This is an optimization exercise on Yosys and OpenROAD, whose aim is small area and a short achievable clock period, not a production implementation.
For this run, only the layout was checked, not whether the RTL still works.
No activity file was given, so power comes from the tool's default toggle rates.

==> flow/flow/run.sh <==
#!/bin/bash
# Standard ORFS layout (the standard.sh) with these changes:
#  - port buffers use sky130_fd_sc_hd__buf_1 instead of the resizer's default choice;
#  - buffers left by synthesis are removed at floorplan (repair_design re-buffers as needed);
#  - before floorplan every combinational cell is swapped for the smallest-area cell of the
#    same function (flow/downsize.tcl); later timing/design repair upsizes where needed;
#  - clock tree synthesis adds no dummy loads;
#  - timing repair aims at a setup slack of 5.3 ns against the 9 ns clock.
set -euo pipefail
here=$(pwd)
cat >> config.mk <<EOC
export BUFFER_PORTS_ARGS = -buffer_cell sky130_fd_sc_hd__buf_1
export REMOVE_ABC_BUFFERS = 1
export CTS_ARGS = -sink_clustering_enable -repair_clock_nets -dont_use_dummy_load -buf_list "sky130_fd_sc_hd__clkbuf_4 sky130_fd_sc_hd__clkbuf_8"
export SETUP_SLACK_MARGIN = 5.3
export PRE_FLOORPLAN_TCL = $here/flow/downsize.tcl
EOC
bash standard.sh > standard_flow.log 2>&1
==> flow/flow/downsize.tcl <==
# Replace each combinational cell with the smallest-area cell of the same function
# (same name stem, other drive strength). Registers, adders and tie cells are kept.
set n 0
set saved 0.0
foreach inst [get_cells *] {
  set cell [get_lib_cells -of_objects $inst]
  set ref [get_name $cell]
  if {![regexp {^(sky130_fd_sc_hd__[a-z0-9]+)_([0-9]+)$} $ref -> stem drive]} { continue }
  if {[regexp {__(df|dl|sdf|edf|fa|ha|conb|tap|clk|fill|decap|diode)} $stem]} { continue }
  set best $ref
  set best_area [get_property $cell area]
  foreach cand [get_lib_cells ${stem}_*] {
    set cname [get_name $cand]
    if {![regexp "^${stem}_\[0-9\]+\$" $cname]} { continue }
    set a [get_property $cand area]
    if {$a < $best_area - 1e-6} { set best $cname; set best_area $a }
  }
  if {$best ne $ref} {
    set saved [expr {$saved + [get_property $cell area] - $best_area}]
    replace_cell $inst $best
    incr n
  }
}
puts "downsize: replaced $n cells, saved [format %.1f $saved] um2"
==> flow/standard.sh <==
#!/bin/bash
# synth_recipe.tcl (not shown) runs the flow's synth.tcl, then flattens the netlist and writes it again
# the make line also repeats each setting of config.mk as NAME=value (left out here)
make -C /OpenROAD-flow-scripts/flow DESIGN_CONFIG=/design/flow/config.mk WORK_HOME=/design/flow/orfs CLKGATE_MAP_FILE= SYNTH_SCRIPT=/design/flow/synth_recipe.tcl "${@:-finish}"
==> flow/config.mk <==
export PLATFORM = sky130hd
export DESIGN_NAME = pwl
export DESIGN_NICKNAME = pwl
export VERILOG_FILES = /design/flow/design.v
export SDC_FILE = /design/flow/constraint.sdc
export NUM_CORES = 4
export LEC_CHECK = 0
export CAP_MARGIN = 20
export CORE_MARGIN = 2
export CORE_UTILIZATION = 40
export CTS_BUF_LIST = sky130_fd_sc_hd__clkbuf_4 sky130_fd_sc_hd__clkbuf_8
export SLEW_MARGIN = 20
export SYNTH_HIERARCHICAL = 1
export BUFFER_PORTS_ARGS = -buffer_cell sky130_fd_sc_hd__buf_1
export REMOVE_ABC_BUFFERS = 1
export CTS_ARGS = -sink_clustering_enable -repair_clock_nets -dont_use_dummy_load -buf_list "sky130_fd_sc_hd__clkbuf_4 sky130_fd_sc_hd__clkbuf_8"
export SETUP_SLACK_MARGIN = 5.3
export PRE_FLOORPLAN_TCL = /design/flow/flow/downsize.tcl
==> flow/constraint.sdc <==
create_clock -name core_clock -period 9.0 [get_ports {clk}]
set_input_delay 1.8000 -clock core_clock [delete_from_list [all_inputs] [get_ports {clk}]]
set_output_delay 1.8000 -clock core_clock [all_outputs]
set_load 0.01 [all_outputs]
==> flow/design.v <==
module pwl(
  input signed [13:0] x,
  input signed [13:0] x0,
  input signed [13:0] x1,
  input signed [13:0] x2,
  input signed [13:0] x3,
  input signed [13:0] x4,
  input signed [13:0] x5,
  input signed [13:0] x6,
  input signed [13:0] x7,
  input signed [13:0] x8,
  input signed [13:0] k0,
  input signed [13:0] k1,
  input signed [13:0] k2,
  input signed [13:0] k3,
  input signed [13:0] k4,
  input signed [13:0] k5,
  input signed [13:0] k6,
  input signed [13:0] k7,
  input signed [13:0] k8,
  input signed [13:0] k9,
  input signed [13:0] b0,
  input signed [13:0] b1,
  input signed [13:0] b2,
  input signed [13:0] b3,
  input signed [13:0] b4,
  input signed [13:0] b5,
  input signed [13:0] b6,
  input signed [13:0] b7,
  input signed [13:0] b8,
  input signed [13:0] b9,
  input clk,
  output reg signed [27:0] out
);
wire [8:0] ge;
wire [13:0] nx = ~x;
pwl_ge14 u_ge0(.nx(nx), .b(x0), .y(ge[0]));
pwl_ge14 u_ge1(.nx(nx), .b(x1), .y(ge[1]));
pwl_ge14 u_ge2(.nx(nx), .b(x2), .y(ge[2]));
pwl_ge14 u_ge3(.nx(nx), .b(x3), .y(ge[3]));
pwl_ge14 u_ge4(.nx(nx), .b(x4), .y(ge[4]));
pwl_ge14 u_ge5(.nx(nx), .b(x5), .y(ge[5]));
pwl_ge14 u_ge6(.nx(nx), .b(x6), .y(ge[6]));
pwl_ge14 u_ge7(.nx(nx), .b(x7), .y(ge[7]));
pwl_ge14 u_ge8(.nx(nx), .b(x8), .y(ge[8]));
wire [9:0] sel;
assign sel[0] = ~ge[8];
assign sel[1] = ge[8] & ~ge[7];
assign sel[2] = ge[7] & ~ge[6];
assign sel[3] = ge[6] & ~ge[5];
assign sel[4] = ge[5] & ~ge[4];
assign sel[5] = ge[4] & ~ge[3];
assign sel[6] = ge[3] & ~ge[2];
assign sel[7] = ge[2] & ~ge[1];
assign sel[8] = ge[1] & ~ge[0];
assign sel[9] = ge[0];
wire [27:0] kb_sel;
genvar g;
generate for (g = 0; g < 28; g = g + 1) begin : selb
  wire [9:0] d;
  if (g < 14) begin : kk
    assign d = {k9[g], k8[g], k7[g], k6[g], k5[g], k4[g], k3[g], k2[g], k1[g], k0[g]};
  end else begin : bb
    assign d = {b9[g-14], b8[g-14], b7[g-14], b6[g-14], b5[g-14], b4[g-14], b3[g-14], b2[g-14], b1[g-14], b0[g-14]};
  end
  pwl_sel10 u_sel(.s(sel), .d(d), .y(kb_sel[g]));
end endgenerate
wire [14:0] xe = {x, 1'b0};
wire [6:0] one_d, two_d, neg_d;
generate for (g = 0; g < 7; g = g + 1) begin : enc
  assign one_d[g] = xe[2*g+1] ^ xe[2*g];
  assign two_d[g] = (xe[2*g+2] & ~xe[2*g+1] & ~xe[2*g]) | (~xe[2*g+2] & xe[2*g+1] & xe[2*g]);
  assign neg_d[g] = xe[2*g+2];
end endgenerate
reg [13:0] k_r, b_r;
reg [6:0] one_r, two_r, neg_r;
always @(posedge clk) begin
  k_r <= kb_sel[13:0]; b_r <= kb_sel[27:14];
  one_r <= one_d; two_r <= two_d; neg_r <= neg_d;
end
wire pp0_0;
wire pp0_1;
wire pp0_2;
wire pp0_3;
wire pp0_4;
wire pp0_5;
wire pp0_6;
wire pp0_7;
wire pp0_8;
wire pp0_9;
wire pp0_10;
wire pp0_11;
wire pp0_12;
wire pp0_13;
wire pp0_14;
wire pp1_0;
wire pp1_1;
wire pp1_2;
wire pp1_3;
wire pp1_4;
wire pp1_5;
wire pp1_6;
wire pp1_7;
wire pp1_8;
wire pp1_9;
wire pp1_10;
wire pp1_11;
wire pp1_12;
wire pp1_13;
wire pp1_14;
wire pp2_0;
wire pp2_1;
wire pp2_2;
wire pp2_3;
wire pp2_4;
wire pp2_5;
wire pp2_6;
wire pp2_7;
wire pp2_8;
wire pp2_9;
wire pp2_10;
wire pp2_11;
wire pp2_12;
wire pp2_13;
wire pp2_14;
wire pp3_0;
wire pp3_1;
wire pp3_2;
wire pp3_3;
wire pp3_4;
wire pp3_5;
wire pp3_6;
wire pp3_7;
wire pp3_8;
wire pp3_9;
wire pp3_10;
wire pp3_11;
wire pp3_12;
wire pp3_13;
wire pp3_14;
wire pp4_0;
wire pp4_1;
wire pp4_2;
wire pp4_3;
wire pp4_4;
wire pp4_5;
wire pp4_6;
wire pp4_7;
wire pp4_8;
wire pp4_9;
wire pp4_10;
wire pp4_11;
wire pp4_12;
wire pp4_13;
wire pp4_14;
wire pp5_0;
wire pp5_1;
wire pp5_2;
wire pp5_3;
wire pp5_4;
wire pp5_5;
wire pp5_6;
wire pp5_7;
wire pp5_8;
wire pp5_9;
wire pp5_10;
wire pp5_11;
wire pp5_12;
wire pp5_13;
wire pp5_14;
wire pp6_0;
wire pp6_1;
wire pp6_2;
wire pp6_3;
wire pp6_4;
wire pp6_5;
wire pp6_6;
wire pp6_7;
wire pp6_8;
wire pp6_9;
wire pp6_10;
wire pp6_11;
wire pp6_12;
wire pp6_13;
wire pp6_14;
wire b13n;
wire n1;
wire n2;
wire n3;
wire n4;
wire n5;
wire n6;
wire n7;
wire s8, c9;
wire s10, c11;
wire s12, c13;
wire s14, c15;
wire s16, c17;
wire s18, c19;
wire s20, c21;
wire s22, c23;
wire s24, c25;
wire s26, c27;
wire s28, c29;
wire s30, c31;
wire s32, c33;
wire s34, c35;
wire s36, c37;
wire s38, c39;
wire s40, c41;
wire s42, c43;
wire s44, c45;
wire s46, c47;
wire s48, c49;
wire s50, c51;
wire s52, c53;
wire s54, c55;
wire s56, c57;
wire s58, c59;
wire s60, c61;
wire s62, c63;
wire s64, c65;
wire s66, c67;
wire s68, c69;
wire s70, c71;
wire s72, c73;
wire s74, c75;
wire s76, c77;
wire s78, c79;
wire s80, c81;
wire s82, c83;
wire s84, c85;
wire s86, c87;
wire s88, c89;
wire s90, c91;
wire s92, c93;
wire s94, c95;
wire s96, c97;
wire s98, c99;
wire s100, c101;
wire s102, c103;
wire s104, c105;
wire s106, c107;
wire s108, c109;
wire s110, c111;
wire s112, c113;
wire s114, c115;
wire s116, c117;
wire s118, c119;
wire s120, c121;
wire s122, c123;
wire s124, c125;
wire s126, c127;
wire s128, c129;
wire s130, c131;
wire s132, c133;
wire s134, c135;
wire s136, c137;
wire s138, c139;
wire s140, c141;
wire s142, c143;
wire s144, c145;
wire s146, c147;
wire s148, c149;
wire s150, c151;
wire s152, c153;
wire s154, c155;
wire s156, c157;
wire s158, c159;
wire s160, c161;
wire s162, c163;
wire s164, c165;
wire s166, c167;
wire s168, c169;
wire s170, c171;
wire s172, c173;
wire s174, c175;
wire s176, c177;
wire s178, c179;
wire s180, c181;
wire s182, c183;
wire s184, c185;
wire s186, c187;
wire s188, c189;
wire s190, c191;
wire s192, c193;
wire s194, c195;
wire s196, c197;
wire s198, c199;
wire s200, c201;
wire s202, c203;
wire s204, c205;
wire s206, c207;
wire s208, c209;
wire s210, c211;
wire s212, c213;
wire s214, c215;
wire s216, c217;
pwl_bpp0 u_pp0_0(.k1(k_r[0]), .one(one_r[0]), .neg(neg_r[0]), .y(pp0_0));
pwl_bpp u_pp0_1(.k1(k_r[1]), .k0(k_r[0]), .one(one_r[0]), .two(two_r[0]), .neg(neg_r[0]), .y(pp0_1));
pwl_bpp u_pp0_2(.k1(k_r[2]), .k0(k_r[1]), .one(one_r[0]), .two(two_r[0]), .neg(neg_r[0]), .y(pp0_2));
pwl_bpp u_pp0_3(.k1(k_r[3]), .k0(k_r[2]), .one(one_r[0]), .two(two_r[0]), .neg(neg_r[0]), .y(pp0_3));
pwl_bpp u_pp0_4(.k1(k_r[4]), .k0(k_r[3]), .one(one_r[0]), .two(two_r[0]), .neg(neg_r[0]), .y(pp0_4));
pwl_bpp u_pp0_5(.k1(k_r[5]), .k0(k_r[4]), .one(one_r[0]), .two(two_r[0]), .neg(neg_r[0]), .y(pp0_5));
pwl_bpp u_pp0_6(.k1(k_r[6]), .k0(k_r[5]), .one(one_r[0]), .two(two_r[0]), .neg(neg_r[0]), .y(pp0_6));
pwl_bpp u_pp0_7(.k1(k_r[7]), .k0(k_r[6]), .one(one_r[0]), .two(two_r[0]), .neg(neg_r[0]), .y(pp0_7));
pwl_bpp u_pp0_8(.k1(k_r[8]), .k0(k_r[7]), .one(one_r[0]), .two(two_r[0]), .neg(neg_r[0]), .y(pp0_8));
pwl_bpp u_pp0_9(.k1(k_r[9]), .k0(k_r[8]), .one(one_r[0]), .two(two_r[0]), .neg(neg_r[0]), .y(pp0_9));
pwl_bpp u_pp0_10(.k1(k_r[10]), .k0(k_r[9]), .one(one_r[0]), .two(two_r[0]), .neg(neg_r[0]), .y(pp0_10));
pwl_bpp u_pp0_11(.k1(k_r[11]), .k0(k_r[10]), .one(one_r[0]), .two(two_r[0]), .neg(neg_r[0]), .y(pp0_11));
pwl_bpp u_pp0_12(.k1(k_r[12]), .k0(k_r[11]), .one(one_r[0]), .two(two_r[0]), .neg(neg_r[0]), .y(pp0_12));
pwl_bpp u_pp0_13(.k1(k_r[13]), .k0(k_r[12]), .one(one_r[0]), .two(two_r[0]), .neg(neg_r[0]), .y(pp0_13));
pwl_bppn u_pp0_14(.k1(k_r[13]), .k0(k_r[13]), .one(one_r[0]), .two(two_r[0]), .neg(neg_r[0]), .y(pp0_14));
pwl_bpp0 u_pp1_0(.k1(k_r[0]), .one(one_r[1]), .neg(neg_r[1]), .y(pp1_0));
pwl_bpp u_pp1_1(.k1(k_r[1]), .k0(k_r[0]), .one(one_r[1]), .two(two_r[1]), .neg(neg_r[1]), .y(pp1_1));
pwl_bpp u_pp1_2(.k1(k_r[2]), .k0(k_r[1]), .one(one_r[1]), .two(two_r[1]), .neg(neg_r[1]), .y(pp1_2));
pwl_bpp u_pp1_3(.k1(k_r[3]), .k0(k_r[2]), .one(one_r[1]), .two(two_r[1]), .neg(neg_r[1]), .y(pp1_3));
pwl_bpp u_pp1_4(.k1(k_r[4]), .k0(k_r[3]), .one(one_r[1]), .two(two_r[1]), .neg(neg_r[1]), .y(pp1_4));
pwl_bpp u_pp1_5(.k1(k_r[5]), .k0(k_r[4]), .one(one_r[1]), .two(two_r[1]), .neg(neg_r[1]), .y(pp1_5));
pwl_bpp u_pp1_6(.k1(k_r[6]), .k0(k_r[5]), .one(one_r[1]), .two(two_r[1]), .neg(neg_r[1]), .y(pp1_6));
pwl_bpp u_pp1_7(.k1(k_r[7]), .k0(k_r[6]), .one(one_r[1]), .two(two_r[1]), .neg(neg_r[1]), .y(pp1_7));
pwl_bpp u_pp1_8(.k1(k_r[8]), .k0(k_r[7]), .one(one_r[1]), .two(two_r[1]), .neg(neg_r[1]), .y(pp1_8));
pwl_bpp u_pp1_9(.k1(k_r[9]), .k0(k_r[8]), .one(one_r[1]), .two(two_r[1]), .neg(neg_r[1]), .y(pp1_9));
pwl_bpp u_pp1_10(.k1(k_r[10]), .k0(k_r[9]), .one(one_r[1]), .two(two_r[1]), .neg(neg_r[1]), .y(pp1_10));
pwl_bpp u_pp1_11(.k1(k_r[11]), .k0(k_r[10]), .one(one_r[1]), .two(two_r[1]), .neg(neg_r[1]), .y(pp1_11));
pwl_bpp u_pp1_12(.k1(k_r[12]), .k0(k_r[11]), .one(one_r[1]), .two(two_r[1]), .neg(neg_r[1]), .y(pp1_12));
pwl_bpp u_pp1_13(.k1(k_r[13]), .k0(k_r[12]), .one(one_r[1]), .two(two_r[1]), .neg(neg_r[1]), .y(pp1_13));
pwl_bppn u_pp1_14(.k1(k_r[13]), .k0(k_r[13]), .one(one_r[1]), .two(two_r[1]), .neg(neg_r[1]), .y(pp1_14));
pwl_bpp0 u_pp2_0(.k1(k_r[0]), .one(one_r[2]), .neg(neg_r[2]), .y(pp2_0));
pwl_bpp u_pp2_1(.k1(k_r[1]), .k0(k_r[0]), .one(one_r[2]), .two(two_r[2]), .neg(neg_r[2]), .y(pp2_1));
pwl_bpp u_pp2_2(.k1(k_r[2]), .k0(k_r[1]), .one(one_r[2]), .two(two_r[2]), .neg(neg_r[2]), .y(pp2_2));
pwl_bpp u_pp2_3(.k1(k_r[3]), .k0(k_r[2]), .one(one_r[2]), .two(two_r[2]), .neg(neg_r[2]), .y(pp2_3));
pwl_bpp u_pp2_4(.k1(k_r[4]), .k0(k_r[3]), .one(one_r[2]), .two(two_r[2]), .neg(neg_r[2]), .y(pp2_4));
pwl_bpp u_pp2_5(.k1(k_r[5]), .k0(k_r[4]), .one(one_r[2]), .two(two_r[2]), .neg(neg_r[2]), .y(pp2_5));
pwl_bpp u_pp2_6(.k1(k_r[6]), .k0(k_r[5]), .one(one_r[2]), .two(two_r[2]), .neg(neg_r[2]), .y(pp2_6));
pwl_bpp u_pp2_7(.k1(k_r[7]), .k0(k_r[6]), .one(one_r[2]), .two(two_r[2]), .neg(neg_r[2]), .y(pp2_7));
pwl_bpp u_pp2_8(.k1(k_r[8]), .k0(k_r[7]), .one(one_r[2]), .two(two_r[2]), .neg(neg_r[2]), .y(pp2_8));
pwl_bpp u_pp2_9(.k1(k_r[9]), .k0(k_r[8]), .one(one_r[2]), .two(two_r[2]), .neg(neg_r[2]), .y(pp2_9));
pwl_bpp u_pp2_10(.k1(k_r[10]), .k0(k_r[9]), .one(one_r[2]), .two(two_r[2]), .neg(neg_r[2]), .y(pp2_10));
pwl_bpp u_pp2_11(.k1(k_r[11]), .k0(k_r[10]), .one(one_r[2]), .two(two_r[2]), .neg(neg_r[2]), .y(pp2_11));
pwl_bpp u_pp2_12(.k1(k_r[12]), .k0(k_r[11]), .one(one_r[2]), .two(two_r[2]), .neg(neg_r[2]), .y(pp2_12));
pwl_bpp u_pp2_13(.k1(k_r[13]), .k0(k_r[12]), .one(one_r[2]), .two(two_r[2]), .neg(neg_r[2]), .y(pp2_13));
pwl_bppn u_pp2_14(.k1(k_r[13]), .k0(k_r[13]), .one(one_r[2]), .two(two_r[2]), .neg(neg_r[2]), .y(pp2_14));
pwl_bpp0 u_pp3_0(.k1(k_r[0]), .one(one_r[3]), .neg(neg_r[3]), .y(pp3_0));
pwl_bpp u_pp3_1(.k1(k_r[1]), .k0(k_r[0]), .one(one_r[3]), .two(two_r[3]), .neg(neg_r[3]), .y(pp3_1));
pwl_bpp u_pp3_2(.k1(k_r[2]), .k0(k_r[1]), .one(one_r[3]), .two(two_r[3]), .neg(neg_r[3]), .y(pp3_2));
pwl_bpp u_pp3_3(.k1(k_r[3]), .k0(k_r[2]), .one(one_r[3]), .two(two_r[3]), .neg(neg_r[3]), .y(pp3_3));
pwl_bpp u_pp3_4(.k1(k_r[4]), .k0(k_r[3]), .one(one_r[3]), .two(two_r[3]), .neg(neg_r[3]), .y(pp3_4));
pwl_bpp u_pp3_5(.k1(k_r[5]), .k0(k_r[4]), .one(one_r[3]), .two(two_r[3]), .neg(neg_r[3]), .y(pp3_5));
pwl_bpp u_pp3_6(.k1(k_r[6]), .k0(k_r[5]), .one(one_r[3]), .two(two_r[3]), .neg(neg_r[3]), .y(pp3_6));
pwl_bpp u_pp3_7(.k1(k_r[7]), .k0(k_r[6]), .one(one_r[3]), .two(two_r[3]), .neg(neg_r[3]), .y(pp3_7));
pwl_bpp u_pp3_8(.k1(k_r[8]), .k0(k_r[7]), .one(one_r[3]), .two(two_r[3]), .neg(neg_r[3]), .y(pp3_8));
pwl_bpp u_pp3_9(.k1(k_r[9]), .k0(k_r[8]), .one(one_r[3]), .two(two_r[3]), .neg(neg_r[3]), .y(pp3_9));
pwl_bpp u_pp3_10(.k1(k_r[10]), .k0(k_r[9]), .one(one_r[3]), .two(two_r[3]), .neg(neg_r[3]), .y(pp3_10));
pwl_bpp u_pp3_11(.k1(k_r[11]), .k0(k_r[10]), .one(one_r[3]), .two(two_r[3]), .neg(neg_r[3]), .y(pp3_11));
pwl_bpp u_pp3_12(.k1(k_r[12]), .k0(k_r[11]), .one(one_r[3]), .two(two_r[3]), .neg(neg_r[3]), .y(pp3_12));
pwl_bpp u_pp3_13(.k1(k_r[13]), .k0(k_r[12]), .one(one_r[3]), .two(two_r[3]), .neg(neg_r[3]), .y(pp3_13));
pwl_bppn u_pp3_14(.k1(k_r[13]), .k0(k_r[13]), .one(one_r[3]), .two(two_r[3]), .neg(neg_r[3]), .y(pp3_14));
pwl_bpp0 u_pp4_0(.k1(k_r[0]), .one(one_r[4]), .neg(neg_r[4]), .y(pp4_0));
pwl_bpp u_pp4_1(.k1(k_r[1]), .k0(k_r[0]), .one(one_r[4]), .two(two_r[4]), .neg(neg_r[4]), .y(pp4_1));
pwl_bpp u_pp4_2(.k1(k_r[2]), .k0(k_r[1]), .one(one_r[4]), .two(two_r[4]), .neg(neg_r[4]), .y(pp4_2));
pwl_bpp u_pp4_3(.k1(k_r[3]), .k0(k_r[2]), .one(one_r[4]), .two(two_r[4]), .neg(neg_r[4]), .y(pp4_3));
pwl_bpp u_pp4_4(.k1(k_r[4]), .k0(k_r[3]), .one(one_r[4]), .two(two_r[4]), .neg(neg_r[4]), .y(pp4_4));
pwl_bpp u_pp4_5(.k1(k_r[5]), .k0(k_r[4]), .one(one_r[4]), .two(two_r[4]), .neg(neg_r[4]), .y(pp4_5));
pwl_bpp u_pp4_6(.k1(k_r[6]), .k0(k_r[5]), .one(one_r[4]), .two(two_r[4]), .neg(neg_r[4]), .y(pp4_6));
pwl_bpp u_pp4_7(.k1(k_r[7]), .k0(k_r[6]), .one(one_r[4]), .two(two_r[4]), .neg(neg_r[4]), .y(pp4_7));
pwl_bpp u_pp4_8(.k1(k_r[8]), .k0(k_r[7]), .one(one_r[4]), .two(two_r[4]), .neg(neg_r[4]), .y(pp4_8));
pwl_bpp u_pp4_9(.k1(k_r[9]), .k0(k_r[8]), .one(one_r[4]), .two(two_r[4]), .neg(neg_r[4]), .y(pp4_9));
pwl_bpp u_pp4_10(.k1(k_r[10]), .k0(k_r[9]), .one(one_r[4]), .two(two_r[4]), .neg(neg_r[4]), .y(pp4_10));
pwl_bpp u_pp4_11(.k1(k_r[11]), .k0(k_r[10]), .one(one_r[4]), .two(two_r[4]), .neg(neg_r[4]), .y(pp4_11));
pwl_bpp u_pp4_12(.k1(k_r[12]), .k0(k_r[11]), .one(one_r[4]), .two(two_r[4]), .neg(neg_r[4]), .y(pp4_12));
pwl_bpp u_pp4_13(.k1(k_r[13]), .k0(k_r[12]), .one(one_r[4]), .two(two_r[4]), .neg(neg_r[4]), .y(pp4_13));
pwl_bppn u_pp4_14(.k1(k_r[13]), .k0(k_r[13]), .one(one_r[4]), .two(two_r[4]), .neg(neg_r[4]), .y(pp4_14));
pwl_bpp0 u_pp5_0(.k1(k_r[0]), .one(one_r[5]), .neg(neg_r[5]), .y(pp5_0));
pwl_bpp u_pp5_1(.k1(k_r[1]), .k0(k_r[0]), .one(one_r[5]), .two(two_r[5]), .neg(neg_r[5]), .y(pp5_1));
pwl_bpp u_pp5_2(.k1(k_r[2]), .k0(k_r[1]), .one(one_r[5]), .two(two_r[5]), .neg(neg_r[5]), .y(pp5_2));
pwl_bpp u_pp5_3(.k1(k_r[3]), .k0(k_r[2]), .one(one_r[5]), .two(two_r[5]), .neg(neg_r[5]), .y(pp5_3));
pwl_bpp u_pp5_4(.k1(k_r[4]), .k0(k_r[3]), .one(one_r[5]), .two(two_r[5]), .neg(neg_r[5]), .y(pp5_4));
pwl_bpp u_pp5_5(.k1(k_r[5]), .k0(k_r[4]), .one(one_r[5]), .two(two_r[5]), .neg(neg_r[5]), .y(pp5_5));
pwl_bpp u_pp5_6(.k1(k_r[6]), .k0(k_r[5]), .one(one_r[5]), .two(two_r[5]), .neg(neg_r[5]), .y(pp5_6));
pwl_bpp u_pp5_7(.k1(k_r[7]), .k0(k_r[6]), .one(one_r[5]), .two(two_r[5]), .neg(neg_r[5]), .y(pp5_7));
pwl_bpp u_pp5_8(.k1(k_r[8]), .k0(k_r[7]), .one(one_r[5]), .two(two_r[5]), .neg(neg_r[5]), .y(pp5_8));
pwl_bpp u_pp5_9(.k1(k_r[9]), .k0(k_r[8]), .one(one_r[5]), .two(two_r[5]), .neg(neg_r[5]), .y(pp5_9));
pwl_bpp u_pp5_10(.k1(k_r[10]), .k0(k_r[9]), .one(one_r[5]), .two(two_r[5]), .neg(neg_r[5]), .y(pp5_10));
pwl_bpp u_pp5_11(.k1(k_r[11]), .k0(k_r[10]), .one(one_r[5]), .two(two_r[5]), .neg(neg_r[5]), .y(pp5_11));
pwl_bpp u_pp5_12(.k1(k_r[12]), .k0(k_r[11]), .one(one_r[5]), .two(two_r[5]), .neg(neg_r[5]), .y(pp5_12));
pwl_bpp u_pp5_13(.k1(k_r[13]), .k0(k_r[12]), .one(one_r[5]), .two(two_r[5]), .neg(neg_r[5]), .y(pp5_13));
pwl_bppn u_pp5_14(.k1(k_r[13]), .k0(k_r[13]), .one(one_r[5]), .two(two_r[5]), .neg(neg_r[5]), .y(pp5_14));
pwl_bpp0 u_pp6_0(.k1(k_r[0]), .one(one_r[6]), .neg(neg_r[6]), .y(pp6_0));
pwl_bpp u_pp6_1(.k1(k_r[1]), .k0(k_r[0]), .one(one_r[6]), .two(two_r[6]), .neg(neg_r[6]), .y(pp6_1));
pwl_bpp u_pp6_2(.k1(k_r[2]), .k0(k_r[1]), .one(one_r[6]), .two(two_r[6]), .neg(neg_r[6]), .y(pp6_2));
pwl_bpp u_pp6_3(.k1(k_r[3]), .k0(k_r[2]), .one(one_r[6]), .two(two_r[6]), .neg(neg_r[6]), .y(pp6_3));
pwl_bpp u_pp6_4(.k1(k_r[4]), .k0(k_r[3]), .one(one_r[6]), .two(two_r[6]), .neg(neg_r[6]), .y(pp6_4));
pwl_bpp u_pp6_5(.k1(k_r[5]), .k0(k_r[4]), .one(one_r[6]), .two(two_r[6]), .neg(neg_r[6]), .y(pp6_5));
pwl_bpp u_pp6_6(.k1(k_r[6]), .k0(k_r[5]), .one(one_r[6]), .two(two_r[6]), .neg(neg_r[6]), .y(pp6_6));
pwl_bpp u_pp6_7(.k1(k_r[7]), .k0(k_r[6]), .one(one_r[6]), .two(two_r[6]), .neg(neg_r[6]), .y(pp6_7));
pwl_bpp u_pp6_8(.k1(k_r[8]), .k0(k_r[7]), .one(one_r[6]), .two(two_r[6]), .neg(neg_r[6]), .y(pp6_8));
pwl_bpp u_pp6_9(.k1(k_r[9]), .k0(k_r[8]), .one(one_r[6]), .two(two_r[6]), .neg(neg_r[6]), .y(pp6_9));
pwl_bpp u_pp6_10(.k1(k_r[10]), .k0(k_r[9]), .one(one_r[6]), .two(two_r[6]), .neg(neg_r[6]), .y(pp6_10));
pwl_bpp u_pp6_11(.k1(k_r[11]), .k0(k_r[10]), .one(one_r[6]), .two(two_r[6]), .neg(neg_r[6]), .y(pp6_11));
pwl_bpp u_pp6_12(.k1(k_r[12]), .k0(k_r[11]), .one(one_r[6]), .two(two_r[6]), .neg(neg_r[6]), .y(pp6_12));
pwl_bpp u_pp6_13(.k1(k_r[13]), .k0(k_r[12]), .one(one_r[6]), .two(two_r[6]), .neg(neg_r[6]), .y(pp6_13));
pwl_bppn u_pp6_14(.k1(k_r[13]), .k0(k_r[13]), .one(one_r[6]), .two(two_r[6]), .neg(neg_r[6]), .y(pp6_14));
assign b13n = ~b_r[13];
assign n1 = ~b13n;
assign n2 = ~pp6_3;
assign n3 = ~pp6_5;
assign n4 = ~pp6_7;
assign n5 = ~pp6_9;
assign n6 = ~pp6_11;
assign n7 = ~pp6_13;
pwl_fa u_s8(.a(neg_r[0]), .b(b_r[0]), .c(pp0_0), .s(s8), .co(c9));
pwl_fa u_s10(.a(b_r[1]), .b(pp0_1), .c(c9), .s(s10), .co(c11));
pwl_fa u_s12(.a(neg_r[1]), .b(b_r[2]), .c(pp0_2), .s(s12), .co(c13));
pwl_fa u_s14(.a(pp1_0), .b(s12), .c(c11), .s(s14), .co(c15));
pwl_fa u_s16(.a(b_r[3]), .b(pp0_3), .c(pp1_1), .s(s16), .co(c17));
pwl_fa u_s18(.a(c13), .b(s16), .c(c15), .s(s18), .co(c19));
pwl_fa u_s20(.a(neg_r[2]), .b(b_r[4]), .c(pp0_4), .s(s20), .co(c21));
pwl_fa u_s22(.a(pp1_2), .b(pp2_0), .c(c17), .s(s22), .co(c23));
pwl_ha u_s24(.a(s20), .b(s22), .s(s24), .co(c25));
pwl_fa u_s26(.a(b_r[5]), .b(pp0_5), .c(pp1_3), .s(s26), .co(c27));
pwl_fa u_s28(.a(pp2_1), .b(c21), .c(s26), .s(s28), .co(c29));
pwl_fa u_s30(.a(c23), .b(s28), .c(c25), .s(s30), .co(c31));
pwl_fa u_s32(.a(neg_r[3]), .b(b_r[6]), .c(pp0_6), .s(s32), .co(c33));
pwl_fa u_s34(.a(pp1_4), .b(pp2_2), .c(pp3_0), .s(s34), .co(c35));
pwl_fa u_s36(.a(c27), .b(s32), .c(s34), .s(s36), .co(c37));
pwl_ha u_s38(.a(c29), .b(s36), .s(s38), .co(c39));
pwl_fa u_s40(.a(b_r[7]), .b(pp0_7), .c(pp1_5), .s(s40), .co(c41));
pwl_fa u_s42(.a(pp2_3), .b(pp3_1), .c(c33), .s(s42), .co(c43));
pwl_fa u_s44(.a(c35), .b(s40), .c(c37), .s(s44), .co(c45));
pwl_fa u_s46(.a(s42), .b(c39), .c(s44), .s(s46), .co(c47));
pwl_fa u_s48(.a(neg_r[4]), .b(b_r[8]), .c(pp0_8), .s(s48), .co(c49));
pwl_fa u_s50(.a(pp1_6), .b(pp2_4), .c(pp3_2), .s(s50), .co(c51));
pwl_fa u_s52(.a(pp4_0), .b(c41), .c(s48), .s(s52), .co(c53));
pwl_fa u_s54(.a(s50), .b(c43), .c(s52), .s(s54), .co(c55));
pwl_ha u_s56(.a(c45), .b(s54), .s(s56), .co(c57));
pwl_fa u_s58(.a(b_r[9]), .b(pp0_9), .c(pp1_7), .s(s58), .co(c59));
pwl_fa u_s60(.a(pp2_5), .b(pp3_3), .c(pp4_1), .s(s60), .co(c61));
pwl_fa u_s62(.a(c49), .b(c51), .c(s58), .s(s62), .co(c63));
pwl_fa u_s64(.a(s60), .b(c53), .c(s62), .s(s64), .co(c65));
pwl_ha u_s66(.a(c55), .b(s64), .s(s66), .co(c67));
pwl_fa u_s68(.a(neg_r[5]), .b(b_r[10]), .c(pp0_10), .s(s68), .co(c69));
pwl_fa u_s70(.a(pp1_8), .b(pp2_6), .c(pp3_4), .s(s70), .co(c71));
pwl_fa u_s72(.a(pp4_2), .b(pp5_0), .c(c59), .s(s72), .co(c73));
pwl_fa u_s74(.a(c61), .b(s68), .c(s70), .s(s74), .co(c75));
pwl_fa u_s76(.a(c63), .b(s72), .c(s74), .s(s76), .co(c77));
pwl_ha u_s78(.a(c65), .b(s76), .s(s78), .co(c79));
pwl_fa u_s80(.a(b_r[11]), .b(pp0_11), .c(pp1_9), .s(s80), .co(c81));
pwl_fa u_s82(.a(pp2_7), .b(pp3_5), .c(pp4_3), .s(s82), .co(c83));
pwl_fa u_s84(.a(pp5_1), .b(c69), .c(c71), .s(s84), .co(c85));
pwl_fa u_s86(.a(s80), .b(s82), .c(c73), .s(s86), .co(c87));
pwl_fa u_s88(.a(c75), .b(s84), .c(s86), .s(s88), .co(c89));
pwl_ha u_s90(.a(c77), .b(c79), .s(s90), .co(c91));
pwl_fa u_s92(.a(neg_r[6]), .b(b_r[12]), .c(pp0_12), .s(s92), .co(c93));
pwl_fa u_s94(.a(pp1_10), .b(pp2_8), .c(pp3_6), .s(s94), .co(c95));
pwl_fa u_s96(.a(pp4_4), .b(pp5_2), .c(pp6_0), .s(s96), .co(c97));
pwl_fa u_s98(.a(c81), .b(c83), .c(s92), .s(s98), .co(c99));
pwl_fa u_s100(.a(s94), .b(s96), .c(c85), .s(s100), .co(c101));
pwl_fa u_s102(.a(s98), .b(c87), .c(s100), .s(s102), .co(c103));
pwl_ha u_s104(.a(c89), .b(s102), .s(s104), .co(c105));
pwl_fa u_s106(.a(n1), .b(pp0_13), .c(pp1_11), .s(s106), .co(c107));
pwl_fa u_s108(.a(pp2_9), .b(pp3_7), .c(pp4_5), .s(s108), .co(c109));
pwl_fa u_s110(.a(pp5_3), .b(pp6_1), .c(c93), .s(s110), .co(c111));
pwl_fa u_s112(.a(c95), .b(c97), .c(s106), .s(s112), .co(c113));
pwl_fa u_s114(.a(s108), .b(c99), .c(s110), .s(s114), .co(c115));
pwl_fa u_s116(.a(s112), .b(c101), .c(s114), .s(s116), .co(c117));
pwl_ha u_s118(.a(c103), .b(s116), .s(s118), .co(c119));
pwl_fa u_s120(.a(b13n), .b(pp0_14), .c(pp1_12), .s(s120), .co(c121));
pwl_fa u_s122(.a(pp2_10), .b(pp3_8), .c(pp4_6), .s(s122), .co(c123));
pwl_fa u_s124(.a(pp5_4), .b(pp6_2), .c(c107), .s(s124), .co(c125));
pwl_fa u_s126(.a(c109), .b(s120), .c(s122), .s(s126), .co(c127));
pwl_fa u_s128(.a(c111), .b(c113), .c(s124), .s(s128), .co(c129));
pwl_fa u_s130(.a(s126), .b(c115), .c(s128), .s(s130), .co(c131));
pwl_ha u_s132(.a(c117), .b(s130), .s(s132), .co(c133));
pwl_fa u_s134(.a(pp1_13), .b(pp2_11), .c(pp3_9), .s(s134), .co(c135));
pwl_fa u_s136(.a(pp4_7), .b(pp5_5), .c(n2), .s(s136), .co(c137));
pwl_fa u_s138(.a(c121), .b(c123), .c(s134), .s(s138), .co(c139));
pwl_fa u_s140(.a(s136), .b(c125), .c(c127), .s(s140), .co(c141));
pwl_fa u_s142(.a(s138), .b(c129), .c(s140), .s(s142), .co(c143));
pwl_ha u_s144(.a(c131), .b(s142), .s(s144), .co(c145));
pwl_fa u_s146(.a(pp1_14), .b(pp2_12), .c(pp3_10), .s(s146), .co(c147));
pwl_fa u_s148(.a(pp4_8), .b(pp5_6), .c(pp6_4), .s(s148), .co(c149));
pwl_fa u_s150(.a(pp6_3), .b(c135), .c(s146), .s(s150), .co(c151));
pwl_fa u_s152(.a(s148), .b(c137), .c(c139), .s(s152), .co(c153));
pwl_fa u_s154(.a(s150), .b(c141), .c(s152), .s(s154), .co(c155));
pwl_ha u_s156(.a(c143), .b(s154), .s(s156), .co(c157));
pwl_fa u_s158(.a(pp2_13), .b(pp3_11), .c(pp4_9), .s(s158), .co(c159));
pwl_fa u_s160(.a(pp5_7), .b(n3), .c(c147), .s(s160), .co(c161));
pwl_fa u_s162(.a(c149), .b(s158), .c(c151), .s(s162), .co(c163));
pwl_fa u_s164(.a(s160), .b(c153), .c(s162), .s(s164), .co(c165));
pwl_ha u_s166(.a(c155), .b(s164), .s(s166), .co(c167));
pwl_fa u_s168(.a(pp2_14), .b(pp3_12), .c(pp4_10), .s(s168), .co(c169));
pwl_fa u_s170(.a(pp5_8), .b(pp6_6), .c(pp6_5), .s(s170), .co(c171));
pwl_fa u_s172(.a(c159), .b(s168), .c(s170), .s(s172), .co(c173));
pwl_fa u_s174(.a(c161), .b(s172), .c(c163), .s(s174), .co(c175));
pwl_ha u_s176(.a(c165), .b(s174), .s(s176), .co(c177));
pwl_fa u_s178(.a(pp3_13), .b(pp4_11), .c(pp5_9), .s(s178), .co(c179));
pwl_fa u_s180(.a(n4), .b(c169), .c(c171), .s(s180), .co(c181));
pwl_fa u_s182(.a(s178), .b(c173), .c(s180), .s(s182), .co(c183));
pwl_ha u_s184(.a(s182), .b(c175), .s(s184), .co(c185));
pwl_fa u_s186(.a(pp3_14), .b(pp4_12), .c(pp5_10), .s(s186), .co(c187));
pwl_fa u_s188(.a(pp6_8), .b(pp6_7), .c(c179), .s(s188), .co(c189));
pwl_fa u_s190(.a(s186), .b(c181), .c(s188), .s(s190), .co(c191));
pwl_ha u_s192(.a(c183), .b(s190), .s(s192), .co(c193));
pwl_fa u_s194(.a(pp4_13), .b(pp5_11), .c(n5), .s(s194), .co(c195));
pwl_fa u_s196(.a(c187), .b(s194), .c(c189), .s(s196), .co(c197));
pwl_ha u_s198(.a(c191), .b(s196), .s(s198), .co(c199));
pwl_fa u_s200(.a(pp4_14), .b(pp5_12), .c(pp6_10), .s(s200), .co(c201));
pwl_fa u_s202(.a(pp6_9), .b(s200), .c(c195), .s(s202), .co(c203));
pwl_ha u_s204(.a(s202), .b(c197), .s(s204), .co(c205));
pwl_fa u_s206(.a(pp5_13), .b(n6), .c(c201), .s(s206), .co(c207));
pwl_ha u_s208(.a(s206), .b(c203), .s(s208), .co(c209));
pwl_fa u_s210(.a(pp5_14), .b(pp6_12), .c(pp6_11), .s(s210), .co(c211));
pwl_fa u_s212(.a(s210), .b(c207), .c(c209), .s(s212), .co(c213));
pwl_ha u_s214(.a(n7), .b(c211), .s(s214), .co(c215));
pwl_fa u_s216(.a(pp6_14), .b(pp6_13), .c(c215), .s(s216), .co(c217));
reg [46:0] r2;
always @(posedge clk) r2 <= {c217, s216, s214, c213, s212, s208, c205, s204, c199, s198, c193, s192, c185, s184, c177, s176, c167, s166, c157, s156, c145, s144, c133, s132, c119, s118, c105, s104, c91, s90, s88, s78, c67, s66, c57, s56, c47, s46, s38, c31, s30, s24, c19, s18, s14, s10, s8};
wire cs226, cc227;
pwl_ha u_cs226(.a(r2[4]), .b(r2[5]), .s(cs226), .co(cc227));
wire cs228, cc229;
pwl_ha u_cs228(.a(r2[6]), .b(cc227), .s(cs228), .co(cc229));
wire cs230, cc231;
pwl_ha u_cs230(.a(r2[7]), .b(r2[8]), .s(cs230), .co(cc231));
wire cs232, cc233;
pwl_ha u_cs232(.a(r2[9]), .b(cc231), .s(cs232), .co(cc233));
wire cs234, cc235;
pwl_fa u_cs234(.a(r2[10]), .b(r2[11]), .c(cc233), .s(cs234), .co(cc235));
wire cs236, cc237;
pwl_fa u_cs236(.a(r2[12]), .b(r2[13]), .c(cc235), .s(cs236), .co(cc237));
wire cs238, cc239;
pwl_fa u_cs238(.a(r2[14]), .b(r2[15]), .c(cc237), .s(cs238), .co(cc239));
wire cs240, cc241;
pwl_fa u_cs240(.a(r2[16]), .b(r2[17]), .c(cc239), .s(cs240), .co(cc241));
wire cin242 = cc229;
wire cin243 = cc241 | ((cs230 & cs232 & cs234 & cs236 & cs238 & cs240) & cin242);
wire cs244, cc245;
pwl_ha u_cs244(.a(r2[18]), .b(r2[19]), .s(cs244), .co(cc245));
wire cs246, cc247;
pwl_fa u_cs246(.a(r2[20]), .b(r2[21]), .c(cc245), .s(cs246), .co(cc247));
wire cs248, cc249;
pwl_fa u_cs248(.a(r2[22]), .b(r2[23]), .c(cc247), .s(cs248), .co(cc249));
wire cs250, cc251;
pwl_fa u_cs250(.a(r2[24]), .b(r2[25]), .c(cc249), .s(cs250), .co(cc251));
wire cs252, cc253;
pwl_fa u_cs252(.a(r2[26]), .b(r2[27]), .c(cc251), .s(cs252), .co(cc253));
wire cs254, cc255;
pwl_fa u_cs254(.a(r2[28]), .b(r2[29]), .c(cc253), .s(cs254), .co(cc255));
wire cin256 = cin243;
wire cin257 = cc255 | ((cs244 & cs246 & cs248 & cs250 & cs252 & cs254) & cin256);
wire cs258, cc259;
pwl_ha u_cs258(.a(r2[30]), .b(r2[31]), .s(cs258), .co(cc259));
wire cs260, cc261;
pwl_fa u_cs260(.a(r2[32]), .b(r2[33]), .c(cc259), .s(cs260), .co(cc261));
wire cs262, cc263;
pwl_fa u_cs262(.a(r2[34]), .b(r2[35]), .c(cc261), .s(cs262), .co(cc263));
wire cs264, cc265;
pwl_fa u_cs264(.a(r2[36]), .b(r2[37]), .c(cc263), .s(cs264), .co(cc265));
wire cs266, cc267;
pwl_fa u_cs266(.a(r2[38]), .b(r2[39]), .c(cc265), .s(cs266), .co(cc267));
wire cin268 = cin257;
wire cin269 = cc267 | ((cs258 & cs260 & cs262 & cs264 & cs266) & cin268);
wire cs270, cc271;
pwl_ha u_cs270(.a(r2[40]), .b(r2[41]), .s(cs270), .co(cc271));
wire cs272, cc273;
pwl_ha u_cs272(.a(r2[42]), .b(cc271), .s(cs272), .co(cc273));
wire cs274, cc275;
pwl_fa u_cs274(.a(r2[43]), .b(r2[44]), .c(cc273), .s(cs274), .co(cc275));
wire cs276, cc277;
pwl_ha u_cs276(.a(r2[45]), .b(cc275), .s(cs276), .co(cc277));
wire cs278;
assign cs278 = ~(r2[46] ^ cc277);
wire cin280 = cin269;
wire cin281 = 1'b0 | ((cs270 & cs272 & cs274 & cs276 & cs278) & cin280);
reg [27:0] s_r;
reg [3:0] ci_r;
always @(posedge clk) begin
  s_r <= {cs278, cs276, cs274, cs272, cs270, cs266, cs264, cs262, cs260, cs258, cs254, cs252, cs250, cs248, cs246, cs244, cs240, cs238, cs236, cs234, cs232, cs230, cs228, cs226, r2[3], r2[2], r2[1], r2[0]};
  ci_r <= {cin280, cin268, cin256, cin242};
end
always @(*) out = {(s_r[27] ^ (ci_r[3] & s_r[23] & s_r[24] & s_r[25] & s_r[26])), (s_r[26] ^ (ci_r[3] & s_r[23] & s_r[24] & s_r[25])), (s_r[25] ^ (ci_r[3] & s_r[23] & s_r[24])), (s_r[24] ^ (ci_r[3] & s_r[23])), (s_r[23] ^ (ci_r[3])), (s_r[22] ^ (ci_r[2] & s_r[18] & s_r[19] & s_r[20] & s_r[21])), (s_r[21] ^ (ci_r[2] & s_r[18] & s_r[19] & s_r[20])), (s_r[20] ^ (ci_r[2] & s_r[18] & s_r[19])), (s_r[19] ^ (ci_r[2] & s_r[18])), (s_r[18] ^ (ci_r[2])), (s_r[17] ^ (ci_r[1] & s_r[12] & s_r[13] & s_r[14] & s_r[15] & s_r[16])), (s_r[16] ^ (ci_r[1] & s_r[12] & s_r[13] & s_r[14] & s_r[15])), (s_r[15] ^ (ci_r[1] & s_r[12] & s_r[13] & s_r[14])), (s_r[14] ^ (ci_r[1] & s_r[12] & s_r[13])), (s_r[13] ^ (ci_r[1] & s_r[12])), (s_r[12] ^ (ci_r[1])), (s_r[11] ^ (ci_r[0] & s_r[6] & s_r[7] & s_r[8] & s_r[9] & s_r[10])), (s_r[10] ^ (ci_r[0] & s_r[6] & s_r[7] & s_r[8] & s_r[9])), (s_r[9] ^ (ci_r[0] & s_r[6] & s_r[7] & s_r[8])), (s_r[8] ^ (ci_r[0] & s_r[6] & s_r[7])), (s_r[7] ^ (ci_r[0] & s_r[6])), (s_r[6] ^ (ci_r[0])), s_r[5], s_r[4], s_r[3], s_r[2], s_r[1], s_r[0]};
endmodule
module pwl_ge14(input [13:0] nx, input [13:0] b, output y);
  wire [13:0] g, p;
  genvar i;
  generate for (i = 0; i < 13; i = i + 1) begin : bl
    pwl_nor2 ug(.a(nx[i]), .b(b[i]), .y(g[i]));
    pwl_nand2 up(.a(nx[i]), .b(b[i]), .y(p[i]));
  end endgenerate
  pwl_and2 ug13(.a(nx[13]), .b(b[13]), .y(g[13]));
  pwl_or2 up13(.a(nx[13]), .b(b[13]), .y(p[13]));
  wire [6:0] gn1, pn1;
  pwl_a21oi l1g0(.a1(p[1]), .a2(p[0]), .b1(g[1]), .y(gn1[0]));
  generate for (i = 1; i < 7; i = i + 1) begin : l1
    pwl_a21oi ug(.a1(p[2*i+1]), .a2(g[2*i]), .b1(g[2*i+1]), .y(gn1[i]));
    pwl_nand2 up(.a(p[2*i+1]), .b(p[2*i]), .y(pn1[i]));
  end endgenerate
  wire [3:0] g2, p2;
  pwl_o21ai l2g0(.a1(pn1[1]), .a2(gn1[0]), .b1(gn1[1]), .y(g2[0]));
  pwl_o21ai l2g1(.a1(pn1[3]), .a2(gn1[2]), .b1(gn1[3]), .y(g2[1]));
  pwl_nor2  l2p1(.a(pn1[3]), .b(pn1[2]), .y(p2[1]));
  pwl_o21ai l2g2(.a1(pn1[5]), .a2(gn1[4]), .b1(gn1[5]), .y(g2[2]));
  pwl_nor2  l2p2(.a(pn1[5]), .b(pn1[4]), .y(p2[2]));
  pwl_inv   l2g3(.a(gn1[6]), .y(g2[3]));
  pwl_inv   l2p3(.a(pn1[6]), .y(p2[3]));
  wire gn3_0, gn3_1, pn3_1;
  pwl_a21oi l3g0(.a1(p2[1]), .a2(g2[0]), .b1(g2[1]), .y(gn3_0));
  pwl_a21oi l3g1(.a1(p2[3]), .a2(g2[2]), .b1(g2[3]), .y(gn3_1));
  pwl_nand2 l3p1(.a(p2[3]), .b(p2[2]), .y(pn3_1));
  pwl_o21ai l4(.a1(pn3_1), .a2(gn3_0), .b1(gn3_1), .y(y));
endmodule
module pwl_nor2(input a, input b, output y); assign y = ~(a | b); endmodule
module pwl_nand2(input a, input b, output y); assign y = ~(a & b); endmodule
module pwl_and2(input a, input b, output y); assign y = a & b; endmodule
module pwl_or2(input a, input b, output y); assign y = a | b; endmodule
module pwl_inv(input a, output y); assign y = ~a; endmodule
module pwl_a21oi(input a1, input a2, input b1, output y); assign y = ~((a1 & a2) | b1); endmodule
module pwl_o21ai(input a1, input a2, input b1, output y); assign y = ~((a1 | a2) & b1); endmodule
module pwl_sel10(input [9:0] s, input [9:0] d, output y);
  wire n0, n1, n2, n3;
  pwl_aoi222 u0(.s(s[2:0]), .d(d[2:0]), .yn(n0));
  pwl_aoi222 u1(.s(s[5:3]), .d(d[5:3]), .yn(n1));
  pwl_aoi222 u2(.s(s[8:6]), .d(d[8:6]), .yn(n2));
  assign n3 = ~(s[9] & d[9]);
  assign y = ~(n0 & n1 & n2 & n3);
endmodule
module pwl_aoi222(input [2:0] s, input [2:0] d, output yn);
  assign yn = ~((s[0] & d[0]) | (s[1] & d[1]) | (s[2] & d[2]));
endmodule
module pwl_bpp(input k1, input k0, input one, input two, input neg, output y);
  assign y = ((one & k1) | (two & k0)) ^ neg;
endmodule
module pwl_bpp0(input k1, input one, input neg, output y);
  assign y = (one & k1) ^ neg;
endmodule
module pwl_bppn(input k1, input k0, input one, input two, input neg, output y);
  assign y = ~(((one & k1) | (two & k0)) ^ neg);
endmodule
module pwl_fa(input a, input b, input c, output s, output co);
  assign s = a ^ b ^ c;
  assign co = (a & b) | (a & c) | (b & c);
endmodule
module pwl_ha(input a, input b, output s, output co);
  assign s = a ^ b;
  assign co = a & b;
endmodule
module pwl_ha1(input a, input b, output s, output co);
  assign s = ~(a ^ b);
  assign co = a | b;
endmodule
module pwl_ha_nn(input a, input b, output s, output co);
  assign s = a ^ b;
  assign co = ~(a | b);
endmodule
module pwl_ha_pn(input a, input b, output s, output co);
  assign s = a ^ b;
  assign co = a & ~b;
endmodule
==> summary.txt <==
## placed cells by master (no fill, tap or decap), drive strengths merged, types with 42 or more instances in the layout
cell    count
a22oi      98
dfxtp     128
xnor2      99
fa        100
buf       533
ha         46
a222oi     84
o21ai      42
nor2      130
a21oi      81
nand2     222
## worst max path at each step
| stage | slack (ns) | depth (start not counted) | endpoint | start |
|---|---|---|---|---|
| global route | 5.25 | 13 | b_r[10] | x[3] |
| CTS | 5.30 | 7 | out[11] | ci_r[0] |
| global placement | 3.98 | 13 | b_r[6] | x[5] |
| floorplan | 4.44 | 9 | b_r[0] | x[5] |
| detailed placement | 3.95 | 13 | b_r[6] | x[5] |
| finish | 5.25 | 12 | b_r[11] | x[3] |
## area by class of cell
cell class / instances / area, um^2 / share of cell area
antenna: 13 / 32.5 / 0.00228
timing repair inverter: 5 / 37.5 / 0.00263
sequential: 128 / 2570 / 0.180
multi-input combinational: 986 / 8030 / 0.561
timing repair buffer: 542 / 2770 / 0.194
tap: 330 / 413 / 0.0289
clock buffer: 17 / 234 / 0.0164
inverter: 43 / 203 / 0.0142
## metal layers
layer | global-route usage | part of all wire
met2 | 0.528 | 0.42
met3 | 0.192 | 0.15
met1 | 0.473 | 0.40
met5 | 0.0265 | 0.00099
met4 | 0.134 | 0.031
## power by group
part	leakage (uW)	internal [uW]	switching (uW)	total [uW]
Combinational	0.00440	1090	1260	2350
Sequential	0.00107	849	221	1070
Clock	0.000122	166	209	376
## registers in the layout, indices dropped and copies added, names as in the netlist
| name | count |
|---|---|
| r2 | 47 |
| s_r | 28 |
| b_r | 14 |
| k_r | 14 |
| neg_r | 7 |
| one_r | 7 |
| two_r | 7 |
| ci_r | 4 |
## what timing repair did
item                       4_1_cts  5_1_grt
resized for setup               96      107
gates cloned                     9        1
setup buffers                   44       30
pin swaps                       18       45
setup endpoints to repair       32       39
## through the flow
step                      hold WS [ns]  power [uW]
final                            0.335        3800
after global routing             0.356        4150
after CTS                        0.337        3680
after detailed placement         0.312        3180
after global placement           0.321        3140
after floorplan                  0.310        2370
==> results.ini <==
[outcome]
status=complete, no violations

[pwr]
ir_drop_v=0.000159
power.leakage_uw=0.00560
power.density_nw_per_um2=266

[cts]
clockRootBuffer=clkbuf_8
clock-sinks=128
cts_buffers=17
insertion_delay_ns=0.47
cts_tree=yes
postCtsHoldBufs=0
clk_pin_slew_ns=0.09
clk_path_buf_depth=2
cts.htree.levels=4

[global_routing]
grt_pass1_wl_mm=71.8
grt_pass1_vias=11600
grt_max_degree=29
grt-ovfl-total=0
antenna_found_initial=17
track_usage=0.370

[die]
num_io_pins=449
fp.dieW_um=164
core_area_um2=25200
design.die.area_um2=27000
row_count=58
start_util=0.408
die_h_um=164

[timing]
finalCriticalPeriod_ns=3.75
rsz0062_at_grt=true
max_slew_margin=0.273
tns_ns=0
hold_viol_final=0
finalSetupViolCount=0
fin_crit_sh=0.417
layout_setup_ws_ns=5.25
worstMarginPinSlew_ns=1.09
fmax_ghz=0.267
fin_skew_ns=0.0325
drv_slew=0

[synth]
synth_warnings=7
netlist_instances=1163

[drt]
wire_per_inst_um=25.0
drt_iter0_markers=1758
ant_nets=0
via_per_inst=5.86
drt_pre_antenna_iters=10
drc=0
vias=12100
routed_wl_mm=51.5

[worst_setup_path]
timing.rr.start=one_r[2]
rrSetupSlack_ns=5.37
reg2regPathDepth=7
arrival_ns=4.04
max_stage_delay_ns=0.67
crit_path_cell_trace=buf_8, clkinvlp_4, buf_6, nor2_1, a21oi_1, o21ai_2, a21oi_4, o21ai_2, nor2b_4, buf_12, a222oi_1, nand4_1
critPathSlowestCell=a222oi_1
cp-start-kind=input port
required_ns=9.29
crit_family=compound AO/OA/AOI/OAI gates
end_kind=flop
path_buf_inv=4
crit_fanout=8
path_class=input port to flop
cp_common_cell=o21ai_2
reg2reg_to=r2[23]

[placement]
dpl_cell_area_um2=12500
port_buffers=448
gp_congestion=1.01
dp.cells=1950
place_ws_ns=3.95
post-dp-hpwl_mm=38.0

[finish]
fin_area_um2=14300
drive_gt1_frac=0.140
fin_cells=2064
nets=2290
final_core_util=0.568
fillers=2447

[hold_path]
hp-class=flop to flop
min_path_cells=0
min_from=r2[1]
holdPathEnd=s_r[1]

[run]
maxCapViolations=0

==> port drivers added, routing unchanged <==
No port has a modelled driver above. Below, the same layout with a new extraction and two added sets of constraints. Step 1: set_driving_cell puts a clkbuf_16 on clk and a buf_2 on each other input, an assumption about the parent block. Step 2 also shifts input and output timing later by t, the mid clock arrival at the registers, as if the neighbouring blocks saw the same clock. a / b / c = no drivers / after step 1 / after step 2; a / b = the first two.
shift t [ns]: 0.502
slack for setup (ns): 5.248 / 5.255 / 4.756
worst hold slack (ns): 0.335 / 0.335 / 0.335
clock arrival spread, ns: 0.034 / 0.035
After both steps setup and hold are still met in this run. The setup slack of this run moves by +0.007 ns with the drivers and by -0.492 ns with both steps.
